From an optimization exercise on the open Yosys and OpenROAD flow, aimed at small area; shortcuts taken in it are not production practice. Where RTL was checked, it was by simulation tests only, not by an equivalence proof against the original. Power and IR drop assume default switching activity.

==> flow/design.v (excerpt) <==
module vending_machine(CARD_IN,VALID_TRAN,ITEM_CODE,KEY_PRESS,DOOR_OPEN,RELOAD,CLK,RESET,
	VEND,INVALID_SEL,FAILED_TRAN,COST);
	input CARD_IN,VALID_TRAN,KEY_PRESS,DOOR_OPEN,RELOAD,CLK,RESET;
	input [3:0] ITEM_CODE;
	output VEND,INVALID_SEL,FAILED_TRAN;
	output [2:0] COST;
	localparam [3:0] idle=4'd0, reloading=4'd1, trans=4'd2, read_key1=4'd3, wait_key2=4'd4,
		read_key2=4'd5, check_code=4'd6, wait_trans=4'd7, vending=4'd8, check_door=4'd9;
	reg [3:0] state, next_state;
	reg [2:0] timer;           
	reg k1_ok, k1_lsb;         
	reg [3:0] k2;              
	reg empty_all;             
	reg pend;                  
	reg sweep;                 
	reg [2:0] phase;           
	reg [19:0] ring [0:3];     
	wire t_zero = (timer == 3'd0);
	wire k2_ok = (k2 <= 4'd9);
	wire [1:0] r_sel = {k1_lsb, k2[0]};
	wire [2:0] q_sel = k2[3:1];
	reg [4:0] s_sel;
	always @(*) begin
		case ({phase, q_sel})
		6'o00: s_sel = 5'b00001; 6'o01: s_sel = 5'b00010; 6'o02: s_sel = 5'b00100; 6'o03: s_sel = 5'b01000; 6'o04: s_sel = 5'b10000;
		6'o10: s_sel = 5'b10000; 6'o11: s_sel = 5'b00001; 6'o12: s_sel = 5'b00010; 6'o13: s_sel = 5'b00100; 6'o14: s_sel = 5'b01000;
		6'o20: s_sel = 5'b01000; 6'o21: s_sel = 5'b10000; 6'o22: s_sel = 5'b00001; 6'o23: s_sel = 5'b00010; 6'o24: s_sel = 5'b00100;
  ...
==> module vending_machine, before the edit <==
module vending_machine(CARD_IN,VALID_TRAN,ITEM_CODE,KEY_PRESS,DOOR_OPEN,RELOAD,CLK,RESET,
	VEND,INVALID_SEL,FAILED_TRAN,COST);
	input CARD_IN,VALID_TRAN,KEY_PRESS,DOOR_OPEN,RELOAD,CLK,RESET;
	input [3:0] ITEM_CODE;
	output VEND,INVALID_SEL,FAILED_TRAN;
	output [2:0] COST;
	localparam [3:0] idle=4'd0, reloading=4'd1, trans=4'd2, read_key1=4'd3, wait_key2=4'd4,
		read_key2=4'd5, check_code=4'd6, wait_trans=4'd7, vending=4'd8, check_door=4'd9;
	reg [3:0] state, next_state;
	reg [2:0] timer;           
	reg k1_ok, k1_lsb;         
	reg [3:0] k2;              
	reg empty_all;             
	reg pend;                  
	reg sweep;                 
	reg [2:0] phase;           
	reg [19:0] ring [0:3];     
	wire t_zero = (timer == 3'd0);
	wire k2_ok = (k2 <= 4'd9);
	wire [1:0] r_sel = {k1_lsb, k2[0]};
	wire [2:0] q_sel = k2[3:1];
	reg [4:0] s_sel;
	always @(*) begin
		case ({phase, q_sel})
		6'o00: s_sel = 5'b00001; 6'o01: s_sel = 5'b00010; 6'o02: s_sel = 5'b00100; 6'o03: s_sel = 5'b01000; 6'o04: s_sel = 5'b10000;
		6'o10: s_sel = 5'b10000; 6'o11: s_sel = 5'b00001; 6'o12: s_sel = 5'b00010; 6'o13: s_sel = 5'b00100; 6'o14: s_sel = 5'b01000;
		6'o20: s_sel = 5'b01000; 6'o21: s_sel = 5'b10000; 6'o22: s_sel = 5'b00001; 6'o23: s_sel = 5'b00010; 6'o24: s_sel = 5'b00100;
		6'o30: s_sel = 5'b00100; 6'o31: s_sel = 5'b01000; 6'o32: s_sel = 5'b10000; 6'o33: s_sel = 5'b00001; 6'o34: s_sel = 5'b00010;
		6'o40: s_sel = 5'b00010; 6'o41: s_sel = 5'b00100; 6'o42: s_sel = 5'b01000; 6'o43: s_sel = 5'b10000; 6'o44: s_sel = 5'b00001;
		default: s_sel = 5'bxxxxx;
		endcase
	end
	wire [19:0] rs = ring[r_sel];
	wire [4:0] nz_s = {rs[19] | rs[16], rs[15] | rs[12], rs[11] | rs[8], rs[7] | rs[4], rs[3] | rs[0]};
	wire valid = !empty_all && k1_ok && k2_ok && |(s_sel & nz_s);
	always @(*) begin
		next_state = idle;
		case (state)
		idle:       if (RELOAD) next_state = reloading; else if (CARD_IN) next_state = trans;
		reloading:  if (RELOAD) next_state = reloading;
		trans:      if (!t_zero) next_state = KEY_PRESS ? read_key1 : trans;
		read_key1:  next_state = KEY_PRESS ? read_key1 : wait_key2;
		wait_key2:  if (!t_zero) next_state = KEY_PRESS ? read_key2 : wait_key2;
		read_key2:  next_state = KEY_PRESS ? read_key2 : check_code;
		check_code: if (valid) next_state = wait_trans;
		wait_trans: if (!t_zero) next_state = VALID_TRAN ? vending : wait_trans;
		vending:    if (!t_zero) next_state = DOOR_OPEN ? check_door : vending;
		check_door: if (DOOR_OPEN) next_state = check_door;
		default:    next_state = idle;
		endcase
	end
	wire counting = (state == trans) || (state == wait_key2) || (state == wait_trans) || (state == vending);
	wire reload = (state == reloading);
	wire at_head = (phase == q_sel);
	always @(posedge CLK) begin
		if (RESET) state <= idle; else state <= next_state;
		if (counting && next_state == state)
			case (timer)
			3'd4: timer <= 3'd3; 3'd3: timer <= 3'd2; 3'd2: timer <= 3'd1; default: timer <= 3'd0;
			endcase
		else timer <= 3'd4;
		if (state == read_key1) begin k1_ok <= (ITEM_CODE[3:1] == 3'd0); k1_lsb <= ITEM_CODE[0]; end
		if (state == read_key2) k2 <= ITEM_CODE;
		if (RESET) empty_all <= 1'b1; else if (reload) empty_all <= 1'b0;
		pend <= !RESET && ((state == wait_trans && next_state == vending) || (pend && !at_head && !reload));
		sweep <= reload || (sweep && phase != 3'd3);
		if (reload) phase <= 3'd0;
		else case (phase)
			3'd0: phase <= 3'd1; 3'd1: phase <= 3'd2; 3'd2: phase <= 3'd3; 3'd3: phase <= 3'd4; default: phase <= 3'd0;
		endcase
	end
	wire fill = reload || sweep;
	genvar gr;
	generate for (gr = 0; gr < 4; gr = gr + 1) begin : g_ring
		wire [3:0] h = ring[gr][3:0];
		wire take = pend && at_head && (r_sel == gr);
		always @(posedge CLK) begin
			ring[gr][15:0] <= ring[gr][19:4];
			ring[gr][19:16] <= fill ? 4'b1000 : take ? {h[2:0], ~(h[3] & h[0])} : h;
		end
	end endgenerate
	reg [2:0] price;
	always @(*) begin
		case ({k1_lsb, k2})
		5'h00, 5'h01, 5'h02, 5'h03: price = 3'd1;
		5'h04, 5'h05, 5'h06, 5'h07: price = 3'd2;
		5'h08, 5'h09, 5'h10, 5'h11: price = 3'd3;
		5'h12, 5'h13, 5'h14, 5'h15: price = 3'd4;
		5'h16, 5'h17: price = 3'd5;
		5'h18, 5'h19: price = 3'd6;
		default: price = 3'bxxx;
		endcase
	end
	wire show_cost = (state == check_code && valid) || state == wait_trans || state == vending || state == check_door;
	assign VEND = !RESET && (state == vending || state == check_door);
	assign INVALID_SEL = !RESET && state == check_code && !valid;
	assign FAILED_TRAN = !RESET && state == wait_trans && t_zero && !VALID_TRAN;
	assign COST = (!RESET && show_cost) ? price : 3'd0;
endmodule
Settings: LEC_CHECK=0, CAP_MARGIN=20, CORE_MARGIN=2, CORE_UTILIZATION=40, SLEW_MARGIN=20; clock period 10.0 ns.
run.sh (not shown) runs the stock make flow with config.mk's settings and CLKGATE_MAP_FILE= SYNTH_SCRIPT=/design/flow/synth_recipe.tcl, a recipe that flattens the netlist after the stock synthesis.
Then changed:
--- a/flow/design.v
+++ b/flow/design.v
@@ -20,20 +20,28 @@
 	wire k2_ok = (k2 <= 4'd9);
 	wire [1:0] r_sel = {k1_lsb, k2[0]};
 	wire [2:0] q_sel = k2[3:1];
-	reg [4:0] s_sel;
+	reg [2:0] k_sel;
 	always @(*) begin
-		case ({phase, q_sel})
-		6'o00: s_sel = 5'b00001; 6'o01: s_sel = 5'b00010; 6'o02: s_sel = 5'b00100; 6'o03: s_sel = 5'b01000; 6'o04: s_sel = 5'b10000;
-		6'o10: s_sel = 5'b10000; 6'o11: s_sel = 5'b00001; 6'o12: s_sel = 5'b00010; 6'o13: s_sel = 5'b00100; 6'o14: s_sel = 5'b01000;
-		6'o20: s_sel = 5'b01000; 6'o21: s_sel = 5'b10000; 6'o22: s_sel = 5'b00001; 6'o23: s_sel = 5'b00010; 6'o24: s_sel = 5'b00100;
-		6'o30: s_sel = 5'b00100; 6'o31: s_sel = 5'b01000; 6'o32: s_sel = 5'b10000; 6'o33: s_sel = 5'b00001; 6'o34: s_sel = 5'b00010;
-		6'o40: s_sel = 5'b00010; 6'o41: s_sel = 5'b00100; 6'o42: s_sel = 5'b01000; 6'o43: s_sel = 5'b10000; 6'o44: s_sel = 5'b00001;
-		default: s_sel = 5'bxxxxx;
+		case (phase)
+		3'd0: k_sel = q_sel;
+		3'd1: k_sel = (q_sel == 3'd0) ? 3'd4 : q_sel - 3'd1;
+		3'd2: k_sel = (q_sel <= 3'd1) ? q_sel + 3'd3 : q_sel - 3'd2;
+		3'd3: k_sel = (q_sel <= 3'd2) ? q_sel + 3'd2 : q_sel - 3'd3;
+		default: k_sel = (q_sel <= 3'd3) ? q_sel + 3'd1 : 3'd0;
 		endcase
 	end
 	wire [19:0] rs = ring[r_sel];
-	wire [4:0] nz_s = {rs[19] | rs[16], rs[15] | rs[12], rs[11] | rs[8], rs[7] | rs[4], rs[3] | rs[0]};
-	wire valid = !empty_all && k1_ok && k2_ok && |(s_sel & nz_s);
+	reg [3:0] cs;
+	always @(*) begin
+		case (k_sel)
+		3'd0: cs = rs[3:0];
+		3'd1: cs = rs[7:4];
+		3'd2: cs = rs[11:8];
+		3'd3: cs = rs[15:12];
+		default: cs = rs[19:16];
+		endcase
+	end
+	wire valid = !empty_all && k1_ok && k2_ok && (cs[3] | cs[0]);
 	always @(*) begin
 		next_state = idle;
 		case (state)
@@ -55,20 +63,13 @@
 	wire at_head = (phase == q_sel);
 	always @(posedge CLK) begin
 		if (RESET) state <= idle; else state <= next_state;
-		if (counting && next_state == state)
-			case (timer)
-			3'd4: timer <= 3'd3; 3'd3: timer <= 3'd2; 3'd2: timer <= 3'd1; default: timer <= 3'd0;
-			endcase
-		else timer <= 3'd4;
+		if (counting && next_state == state) timer <= timer - 3'd1; else timer <= 3'd4;
 		if (state == read_key1) begin k1_ok <= (ITEM_CODE[3:1] == 3'd0); k1_lsb <= ITEM_CODE[0]; end
 		if (state == read_key2) k2 <= ITEM_CODE;
 		if (RESET) empty_all <= 1'b1; else if (reload) empty_all <= 1'b0;
 		pend <= !RESET && ((state == wait_trans && next_state == vending) || (pend && !at_head && !reload));
 		sweep <= reload || (sweep && phase != 3'd3);
-		if (reload) phase <= 3'd0;
-		else case (phase)
-			3'd0: phase <= 3'd1; 3'd1: phase <= 3'd2; 3'd2: phase <= 3'd3; 3'd3: phase <= 3'd4; default: phase <= 3'd0;
-		endcase
+		phase <= (reload || phase == 3'd4) ? 3'd0 : phase + 3'd1;
 	end
 	wire fill = reload || sweep;
 	genvar gr;
Outcome: The new run passed the timing, design-rule and antenna checks; routed wire length climbs by 2.4%; first-iteration DRC count drops by 65%; die area climbs by 5.8%; cell count climbs by 5.4%; synthesized cell count climbs by 5.6%; total power drops by 1.5%; global-route usage drops by 0.65 points; utilization barely changes; critical path depth climbs by 4.
No functional check of the RTL was part of the first run of this note.

[port drivers added, routing unchanged]
No port has a modelled driver above. Below, the same layouts with a new extraction and two added sets of constraints. Step 1 sets driving cells, clkbuf_16 on the clock port and buf_2 on the other inputs (assumed; they add their load-dependent delay and slew). Step 2 times the ports against the registers' clock, not the clock port: input delays grow and output delays shrink by t, the midpoint of the rising clock arrivals with the driver on. Three values: no drivers, after step 1, after step 2; two values: the first two.
| run | t, ns | slack for setup (ns) | worst hold slack (ns) |
|---|---|---|---|
| the first run | 0.378 | 3.883 / 3.862 / 3.862 | 0.328 / 0.328 / 0.328 |
| the second run | 0.384 | 4.156 / 4.128 / 4.382 | 0.334 / 0.334 / 0.334 |
After both steps setup and hold are still met in every run listed. For the first run, which loses most, drivers alone change the setup slack by -0.021 ns; drivers and shift together by -0.021 ns.
